This is an optimization exercise on Yosys and OpenROAD, whose aim is small area and a short achievable clock period, not a production implementation. Function was checked by simulation only, so behaviour that the tests miss may differ from the original. No activity file was given, so power comes from the tool's default toggle rates.

## flow/design.v (module list and top-level ports; edited modules follow where they fit)
// module mult_cell: 4 lines
// module mult_ha: 4 lines
// module mult_buf: 3 lines
// module mult_inv: 3 lines
// module mult_nand2: 3 lines
// module mult_nor2: 3 lines
// module mult_orpn: 3 lines
// module mult_andpn: 3 lines
// module mult_aoi21b: 3 lines
// module mult_oai21b: 3 lines
// module mult_aoi21: 3 lines
// module mult_oai21: 3 lines
// module mult_man: 1664 lines
module mult_man (
  input clk, input rstn, input data_rdy,
  input [16:0] mult1_signed, input [16:0] mult2_signed,
  output [31:0] res, output [33:0] res_signed, output res_rdy, output [32:0] res_final);
  // ...
==> flow/flow/run.sh <==
#!/bin/bash
# The standard layout (standard.sh) with two changes:
# - the port buffers that buffer_ports inserts are sky130_fd_sc_hd__buf_2 cells (resized later as
#   needed) instead of the delay cell buffer_ports picks by itself; every port still gets one;
# - ABC maps the design's small gate modules for a 1 fF load instead of 5 fF, so that it does
#   not pick x2/x4 drive strengths for single gates (the resizer upsizes where timing needs it).
set -euo pipefail
bash standard.sh 'BUFFER_PORTS_ARGS=-buffer_cell sky130_fd_sc_hd__buf_2' ABC_LOAD_IN_FF=1 finish > standard_flow.log 2>&1
==> flow/standard.sh <==
#!/bin/bash
# synth_recipe.tcl (not shown) runs the flow's synth.tcl, then flattens the netlist and writes it again
# the make line also repeats each setting of config.mk as NAME=value (left out here)
make -C /OpenROAD-flow-scripts/flow DESIGN_CONFIG=/design/flow/config.mk WORK_HOME=/design/flow/orfs CLKGATE_MAP_FILE= SYNTH_SCRIPT=/design/flow/synth_recipe.tcl "${@:-finish}"
==> flow/config.mk <==
export PLATFORM = sky130hd
export DESIGN_NAME = mult_man
export DESIGN_NICKNAME = mult_man
export VERILOG_FILES = /design/flow/design.v
export SDC_FILE = /design/flow/constraint.sdc
export NUM_CORES = 4
export LEC_CHECK = 0
export CAP_MARGIN = 20
export CORE_MARGIN = 2
export CORE_UTILIZATION = 40
export CTS_BUF_LIST = sky130_fd_sc_hd__clkbuf_16
export CTS_CLUSTER_DIAMETER = 80
export CTS_CLUSTER_SIZE = 30
export SETUP_SLACK_MARGIN = 2.55
export SLEW_MARGIN = 20
export SYNTH_HIERARCHICAL = 1
export TNS_END_PERCENT = 0
==> flow/constraint.sdc <==
create_clock -name core_clock -period 4.5 [get_ports {clk}]
set_input_delay 0.9000 -clock core_clock [delete_from_list [all_inputs] [get_ports {clk}]]
set_output_delay 0.9000 -clock core_clock [all_outputs]
set_load 0.01 [all_outputs]
==> run summary, run 1 <==
FF+latch count, synth=about 260; Core Area=37,400 um2; post-DR wirelength/cell=approximately 16 um; via count=9,933; Async SR Flop Fraction=25.8%; ratio of cells with drive above 1 in the final layout=21.0%; Post-Syn Instances=around 1,500; Storage cell area=5810 um2; Max Slew Vio Count=0; Worst R2R Path Depth=5; Largest register FFs=33; syn nets=1,677; Worst path slowest cell=fa_1; P_clk=1.52 mW; post-synthesis simple-gate area fraction=14.1%; actual slew at the worst max-slew pin=1.03 ns; most frequent CP cell=fa_1; Routed WL=32,800 um; Post-Place Cell Area=about 16,000 um2; area of the multi-input gates=8830 um2; initial drt markers=660; sequential power share=34.9%; DR top layer=met4; Worst-Skew Late Latency=0.52 ns; period utilization=44.8%; multi-input combinational area share=just over 50%; Startpoint Class=register; PnR worst setup slack=2.48 ns; Layout area overhead=13.5%; DRC=0; Max VDD drop=0.227 mV; hold_buf cts=0; H-tree levels=1; post-CTS setup buffer count=8; R2R Path End=p2_c12_2; Comb. pwr=6.64 mW; Compound-Gate Fraction of Synth Area=9.07%; Unique masters post-synth=30; status=complete, no violations; Worst Hold Path Cells=0
==> run 2: changes to the inputs <==
--- a/flow/config.mk
+++ b/flow/config.mk
@@ -13,3 +13,3 @@
 export CTS_CLUSTER_SIZE = 30
-export SETUP_SLACK_MARGIN = 2.55
+export SETUP_SLACK_MARGIN = 2.6
 export SLEW_MARGIN = 20
==> run 2 against run 1 <==
Still clean. Via count rose by 1.2%. Fmax is 0.73% higher. Setup slack improved by 0.015 ns. Critical path type unchanged.
==> run summary, run 2 <==
leading area contributor after synthesis=dfxtp_1 (unchanged); Power Density=726 nW/um2 (was 733 nW/um2); diode count=0 (unchanged); Setup CP Type=register to register (unchanged); Unique masters post-synth=30 (unchanged); Max VDD drop=0.260 mV (was 0.227 mV); commonest cells in the netlist=219 x xnor2_1, 196 x dfxtp_1, 167 x nand2_1, 120 x a22oi_1, 108 x fa_1 (unchanged); Antenna Nets Post-Route=0 (unchanged); Layout area overhead=19.1% (was 13.5%); FF+latch count, synth=264 (unchanged); Post-synth EDFFs=0 (unchanged); H-tree levels=1 (unchanged); CTS Buf Count=15 (unchanged); post-DR wirelength/cell=15.7 um (was 15.6 um); DRC=0 (unchanged); top cells by area, synth=dfxtp_1 26%, fa_1 14%, xnor2_1 13% (unchanged); All-Layer GR Usage=17.2% (was 16.8%); worst-case clock skew=0.0198 ns (was 0.0290 ns); Clock Path Buffers=3 (unchanged); first-pass GRT wire length=54,100 um (was 52,800 um); CP Data Required Time=4.88 ns (was 4.90 ns); Worst path max stage delay=0.56 ns (was 0.46 ns); logic gate share of total power=55.5% (was 53.0%); Critical path buffers and inverters=1 (unchanged); ratio of cells with drive above 1 in the final layout=27.2% (was 21.0%); CP arrival=2.38 ns (was 2.42 ns); Post-Syn Instances=1,518 (unchanged); number of vias per cell=4.67 (was 4.72); final hold vios=0 (unchanged); Worst setup EP type=register (unchanged); total congestion overflow=0 (unchanged); Int Power=7.76 mW (was 7.40 mW); IO Count=137 (unchanged); Hold Slack=0.332 ns (was 0.335 ns); CP Cell Sequence=buf_8, a22oi_2, xnor2_2, fa_1, fa_2 (was buf_4, a22oi_2, xnor2_1, fa_1, fa_1); dpl hpwl=22,500 um (was 22,600 um); sequential share of the synthesized area=37.3% (unchanged); syn nets=1,677 (unchanged); setup TNS=0 ns (unchanged); hold_buf cts=0 (unchanged); # fillers=3,487 (was 3,539); vias in the first global route=10,100 (was 9,875); Worst path slowest cell=fa_1 (unchanged); switch share=40.4% (was 41.0%); initial drt markers=571 (was 660); Rel. slew slack=31.4% (was 31.0%); Max-Cap Viols=0 (unchanged); Most flops, register=rs_q (unchanged); TritonCTS sink count=264 (unchanged); switching power of the nets=5.27 mW (was 5.13 mW); Largest register FFs=33 (unchanged); initial antenna violation count=0 (unchanged); period utilization=44.5% (was 44.8%); Tightest Hold Check Type=register to register (unchanged); Max Slew Vio Count=0 (unchanged); Routed WL=33,800 um (was 32,800 um); Synth Flop Type=dfxtp_1 (unchanged); status=complete, no violations (unchanged); RSZ-0062 raised after global routing=true (unchanged); Core Area=37,400 um2 (unchanged); leading cell type in the layout, fill and taps excluded=xnor2_1 (unchanged); via count=10,100 (was 9,933); Root Driver=clkbuf_16 (unchanged); Die ar.=39,200 um2 (unchanged); routability cong.=0.863 (was 0.869); Crit Path Max Fanout=8 (was 9); Initial Util=40.3% (unchanged); Clk pwr share=11.1% (was 12.1%); largest net degree at the start of global routing=40 (was 41); sequential power share=33.4% (was 34.9%); Worst-Skew Late Latency=0.49 ns (was 0.52 ns); Startpoint Class=register (unchanged); Async SR Flop Fraction=25.8% (unchanged); commonest cells after routing, fill and taps aside=200 x xnor2_1, 156 x nand2_1, 135 x buf_2, 134 x dfxtp_1, 105 x fa_1 (was 210 x xnor2_1, 157 x nand2_1, 137 x dfxtp_1, 135 x buf_2, 115 x a22oi_1); actual slew at the worst max-slew pin=1.03 ns (about the same); P_leak=7.51 nW (was 7.15 nW); synthesized area per cell=9.92 um2 (unchanged); layout net count=1,791 (was 1,746); Clock transition at path regs=0.10 ns (about the same); port bufs=135 (unchanged); Syn Std Cell Area=15,100 um2 (unchanged); Yosys warning total=7 (unchanged); row count=71 (unchanged); Die Ht=198 um (unchanged); CTS tree=built (unchanged); post-synth top area share=26.0% (unchanged); Worst path top cell family by delay=adder cells (unchanged); f_max=500 MHz (was 496 MHz); top-count cell post-synth=xnor2_1 (unchanged); Final min period=2.00 ns (was 2.02 ns); die width=198 um (unchanged); 1st-pass router iterations=5 (unchanged); Largest regs=rs_q (33), r_q (31) (unchanged); final setup fails=0 (unchanged)
[run 2: changes by cell type in the layout (fill, tap and decap cells not counted), moves of 4 or more]
cell / delta
a21oi_1: -6
a21oi_2: +6
a22oi_1: -38
a22oi_2: +38
buf_12: +10
buf_4: +30
dfxtp_4: +5
inv_1: +4
xnor2_1: -10
xnor2_2: +11
xor2_1: -4
xor2_2: +4
[run 2: timing repair]
item,CTS,global route
cloned,0,2
endpoints found under the setup margin,214,195
pin swaps,10,34
hold endpoints to repair,0,0
resized for setup,102,99
buffers inserted,56,25
[run 2: layer usage]
| metal | global-route usage [%] | share of wire, % | vias up |
|---|---|---|---|
| li1 | - | - | 4954 |
| met1 | 24.3 | 46 | 4679 |
| met2 | 26.9 | 44 | 346 |
| met3 | 3.15 | 6.9 | 71 |
| met4 | 5.26 | 2.6 | 0 |
| met5 | 0 | 0 | - |
[run 2: through the flow]
stage / setup slack, ns / total power, mW / utilization [%] / std cells / instance area, um2
3_5_place_dp: 1.97 / 10.7 / 42.8 / 2043 / 16000
6_report: 2.50 / 13.0 / 48.0 / 2150 / 17900
2_1_floorplan: 2.56 / 9.19 / - / 1518 / 15600
4_1_cts: 2.53 / 12.5 / 46.2 / 2123 / 17300
3_3_place_gp: 1.95 / 10.5 / 42.7 / 2042 / 16000
5_1_grt: 2.43 / 14.3 / 48.0 / 2150 / 17900
[run 2: path summary, 6_finish.rpt]
check,endpoint,slack [ns],cells past startpoint,startpoint
min in group asynchronous,r_q[8],0.43,1,rstn
max,p2_c21_2,2.50,5,p1_one3_0
max reg2reg,p2_c21_2,2.50,5,p1_one3_0
min,p3_h2_0,0.33,0,p2_c2_0
max in group asynchronous,rs_q[31],3.16,2,rstn
min reg2reg,p3_h2_0,0.33,0,p2_c2_0
[run 2: power by group through the flow]
stage / Clock, mW / Sequential [mW] / Combinational, mW
2_1_floorplan: 0 / 4.05 / 5.15
3_3_place_gp: 0 / 4.38 / 6.16
3_5_place_dp: 0 / 4.41 / 6.30
4_1_cts: 1.50 / 4.30 / 6.69
5_1_grt: 1.60 / 4.47 / 8.19
6_report: 1.45 / 4.35 / 7.23
[run 2: layout make-up]
class                   instances  area, um2  area share (%)
inverters                      67        251            1.40
multi-input cells            1060       9180            51.2
well taps                     511        639            3.56
clock buffers                  15        375            2.09
repair buffers                224       1580            8.82
clock inverters                 9       88.8           0.495
flip-flops and latches        264       5820            32.5
[run 2: cell families (layout without fill, tap and decap cells)]
family / count (synthesis) / count (layout) / share of synthesized area (%)
compound gates: 198 / 198 / 9.07
xor+xnor: 297 / 297 / 17.7
fa+ha+maj: 122 / 122 / 15.5
buf+inv: 194 / 315 / 6.25
flops: 264 / 264 / 37.3
other cells: 1 / 1 / 0.0249
simple gates: 442 / 442 / 14.1
[run 2: modules after synthesis, one instance, submodules excluded, excerpt]
module	flip-flops and latches	area (um2)	cells inside
mult_man	264	10900	1010
mult_cell	0	20.0	1
mult_ha	0	12.5	1
mult_aoi21b	0	7.51	1
mult_oai21b	0	7.51	1
mult_orpn	0	6.26	1
mult_andpn	0	6.26	1
mult_oai21	0	5.00	1
mult_aoi21	0	5.00	1
mult_nand2	0	3.75	1
mult_inv	0	3.75	1
==> run 3: changes to the inputs <==
--- a/flow/config.mk
+++ b/flow/config.mk
@@ -13,3 +13,3 @@
 export CTS_CLUSTER_SIZE = 30
-export SETUP_SLACK_MARGIN = 2.6
+export SETUP_SLACK_MARGIN = 2.5
 export SLEW_MARGIN = 20
==> run 3 against run 2 <==
Still clean on timing, DRC and antenna. Die area unchanged. Fmax down 0.68%. Power shrank 3.8%. Largest cell class unchanged.
==> run summary, run 3 <==
status=complete, no violations (unchanged); FF+latch count, synth=264 (unchanged); Tightest Hold Check Type=register to register (unchanged); routability cong.=0.854 (was 0.863); Crit Path Max Fanout=17 (was 8); post-DR wirelength/cell=15.0 um (was 15.7 um); All-Layer GR Usage=16.0% (was 17.2%); dpl hpwl=22,400 um (was 22,500 um); Worst-Skew Late Latency=0.51 ns (was 0.49 ns); CTS tree=built (unchanged); Die ar.=39,200 um2 (unchanged); Adder-Cell Fraction of Synth Area=15.5% (unchanged); Clock transition at path regs=0.10 ns (about the same); Setup CP Type=register to register (unchanged); Critical path buffers and inverters=0 (was 1); R2R Path End=p2_c16_3 (was p2_c21_2); sequential share of the synthesized area=37.3% (unchanged); setup TNS=0 ns (unchanged); die width=198 um (unchanged); Antenna Nets Post-Route=0 (unchanged); final setup fails=0 (unchanged); IO Count=137 (unchanged); Max-Cap Viols=0 (unchanged); TritonCTS sink count=264 (unchanged); Worst setup EP type=register (unchanged); total power=12.5 mW (was 13.0 mW); Rel. slew slack=31.4% (about the same); largest family of logic cells by synthesized area=XOR/XNOR gates (unchanged); Hold Slack=0.333 ns (was 0.332 ns); CP Data Required Time=4.90 ns (was 4.88 ns); P_leak=7.04 nW (was 7.51 nW); RSZ-0062 raised after global routing=true (unchanged); H-tree levels=1 (unchanged); post-synthesis simple-gate area fraction=14.1% (unchanged); initial drt markers=549 (was 571); Synth Flop Type=dfxtp_1 (unchanged); Worst path slowest cell=dfxtp_2 (was fa_1); r2r startpoint=p1_am_1 (was p1_one3_0); period utilization=44.8% (was 44.5%); row count=71 (unchanged); diode count=0 (unchanged); CP Cell Sequence=a22oi_1, xnor2_1, fa_1, fa_1 (was buf_8, a22oi_2, xnor2_2, fa_1, fa_2); switching power of the nets=5.10 mW (was 5.27 mW); Layout area overhead=12.0% (was 19.1%); Power Density=743 nW/um2 (was 726 nW/um2); Worst R2R Setup Slack=2.48 ns (was 2.50 ns); final hold vios=0 (unchanged); Clock Path Buffers=3 (unchanged); Worst Hold Path Cells=0 (unchanged); Largest regs=rs_q (33), r_q (31) (unchanged); number of vias per cell=4.68 (was 4.67); Startpoint Class=register (unchanged); ratio of cells with drive above 1 in the final layout=19.4% (was 27.2%); total congestion overflow=0 (unchanged); xor and xnor area share after synthesis=17.7% (unchanged); Syn Std Cell Area=15,100 um2 (unchanged); commonest cells after routing, fill and taps aside=209 x xnor2_1, 158 x nand2_1, 136 x dfxtp_1, 135 x buf_2, 119 x a22oi_1 (was 200 x xnor2_1, 156 x nand2_1, 135 x buf_2, 134 x dfxtp_1, 105 x fa_1); sequential power share=34.9% (was 33.4%); leading cell type in the layout, fill and taps excluded=xnor2_1 (unchanged); most frequent CP cell=fa_1; Hold Path End=p3_h1_0 (was p3_h2_0); via count=9,776 (was 10,100); Async SR Flop Fraction=25.8% (unchanged); layout net count=1,727 (was 1,791); CP arrival=2.41 ns (was 2.38 ns); CTS Buf Count=15 (unchanged); Post-Syn Instances=1,518 (unchanged); Routed WL=31,200 um (was 33,800 um); initial antenna violation count=0 (unchanged); Clk pwr share=12.0% (was 11.1%); actual slew at the worst max-slew pin=1.03 ns (about the same); Unique masters post-synth=30 (unchanged); syn nets=1,677 (unchanged); Most flops, register=rs_q (unchanged); post-synth top area share=26.0% (unchanged); Post-synth EDFFs=0 (unchanged); Final min period=2.02 ns (was 2.00 ns); top-count cell post-synth=xnor2_1 (unchanged); Max VDD drop=0.287 mV (was 0.260 mV); hold_buf cts=0 (unchanged); port bufs=135 (unchanged); 1st-pass router iterations=6 (was 5); worst-case clock skew=0.0232 ns (was 0.0198 ns); Yosys warning total=7 (unchanged); Int Power=7.44 mW (was 7.76 mW); Root Driver=clkbuf_16 (unchanged); DRC=0 (unchanged); Worst path top cell family by delay=adder cells (unchanged); f_max=496 MHz (was 500 MHz); first-pass GRT wire length=50,900 um (was 54,100 um); Compound-Gate Fraction of Synth Area=9.07% (unchanged); synthesized area per cell=9.92 um2 (unchanged); Initial Util=40.3% (unchanged); Largest register FFs=33 (unchanged); hold path start=p2_c1_0 (was p2_c2_0); Die Ht=198 um (unchanged); vias in the first global route=9,739 (was 10,100); Worst R2R Path Depth=4 (was 5); logic gate share of total power=53.1% (was 55.5%); switch share=40.7% (was 40.4%); top cells by area, synth=dfxtp_1 26%, fa_1 14%, xnor2_1 13% (unchanged); leading area contributor after synthesis=dfxtp_1 (unchanged); Core Area=37,400 um2 (unchanged); Worst path max stage delay=0.60 ns (was 0.56 ns); mux cell area share after synthesis=0% (unchanged); largest net degree at the start of global routing=69 (was 40); commonest cells in the netlist=219 x xnor2_1, 196 x dfxtp_1, 167 x nand2_1, 120 x a22oi_1, 108 x fa_1 (unchanged); Max Slew Vio Count=0 (unchanged)
run 3: cell counts after synthesis:
No cell type changed its count.
run 3: through the flow:
| stage | util, % | instances | cell area (um2) | setup slack, ns |
|---|---|---|---|---|
| 6_report | 45.1 | 2087 | 16900 | 2.48 |
| 4_1_cts | 44.2 | 2075 | 16500 | 2.47 |
| 2_1_floorplan | - | 1518 | 15200 | 2.49 |
| 5_1_grt | 45.1 | 2087 | 16900 | 2.39 |
| 3_3_place_gp | 42.2 | 2043 | 15800 | 1.93 |
| 3_5_place_dp | 42.2 | 2043 | 15800 | 1.99 |
run 3: area by class of cell:
cell class	count	area [um2]
inverters	67	251
clock buffers	15	375
flip-flops and latches	264	5800
repair buffers	160	920
well taps	511	639
multi-input cells	1060	8770
fillers	3573	20500
clock inverters	10	116
run 3: metal layers:
layer	global-route usage [%]	wire, um	vias up
met4	3.87	464	0
li1	-	-	4835
met5	0	0	-
met1	22.7	14700	4546
met2	25.2	13600	353
met3	3.20	2480	42
run 3: power by group through the flow:
stage / logic (mW) / clock network [mW] / registers (mW)
final: 6.65 / 1.51 / 4.37
after CTS: 6.41 / 1.57 / 4.33
after global placement: 6.08 / 0 / 4.35
after global routing: 7.61 / 1.66 / 4.50
after detailed placement: 6.26 / 0 / 4.36
after floorplan: 5.02 / 0 / 4.05
run 3: Yosys stat by module (local to each module, per instance), a selection:
module,cells inside,cell area [um2],flops+latches,copies in the design
mult_andpn,1,6.26,0,40
mult_aoi21,1,5.00,0,17
mult_aoi21b,1,7.51,0,23
mult_cell,1,20.0,0,108
mult_ha,1,12.5,0,14
mult_inv,1,3.75,0,63
mult_nand2,1,3.75,0,104
mult_nor2,1,3.75,0,61
mult_oai21,1,5.00,0,24
mult_oai21b,1,7.51,0,7
mult_orpn,1,6.26,0,47
run 3: how the worst max path moves through the flow:
stage	from	to	cells after the start	slack [ns]
global route	p3_h0_0	rs_q[23]	11	2.39
finish	p1_am_1	p2_c16_3	4	2.48
global placement	p1_neg3_0	p2_c20_3	4	1.93
detailed placement	p3_h1_0	rs_q[26]	8	1.99
CTS	p3_h7_0	rs_q[18]	11	2.47
floorplan	p1_two2_0	p2_c12_2	6	2.49
run 3: logic make-up (layout without fill, tap and decap cells):
kind of cell               after synthesis  after routing
AOI/OAI and AO/OA                      198            198
xor gates and xnor gates               297            297
adders and majority gates              122            122
buffers and inverters                  194            252
DFF                                    264            264
other                                    1              1
and+or+nand+nor                        442            442
run 3: repair_timing:
item / 4_1_cts / 5_1_grt
setup endpoints to repair: 109 / 70
cloned: 0 / 0
buffers inserted: 7 / 12
pin swaps: 6 / 15
gates resized for setup: 85 / 69

==> re-timing with driven ports <==
How much do the figures lean on ideal ports? The routed layouts below were timed once more, with nothing changed but the port constraints.
Step 1 assumes that a clkbuf_16 drives the clock port and a buf_2 every other input.
Step 2 moves the port delays by t, midway between the first and last clock arrival at a register: inputs arrive t later, outputs are due t later. That takes back most of the time a late clock gives input paths.
a / b / c = ideal / step 1 / step 2; a / b = the first two.
| run | t (ns) | setup WS [ns] | clock arrival spread, ns |
|---|---|---|---|
| run 1 | 0.550 | 2.484 / 2.484 / 2.206 | 0.029 / 0.030 |
| run 2 | 0.528 | 2.499 / 2.499 / 2.290 | 0.022 / 0.023 |
| run 3 | 0.545 | 2.485 / 2.485 / 2.175 | 0.024 / 0.024 |
After both steps setup and hold are still met in every run listed. The setup slack of run 3, which loses most, moves by 0.000 ns with the drivers and by -0.310 ns with both steps.
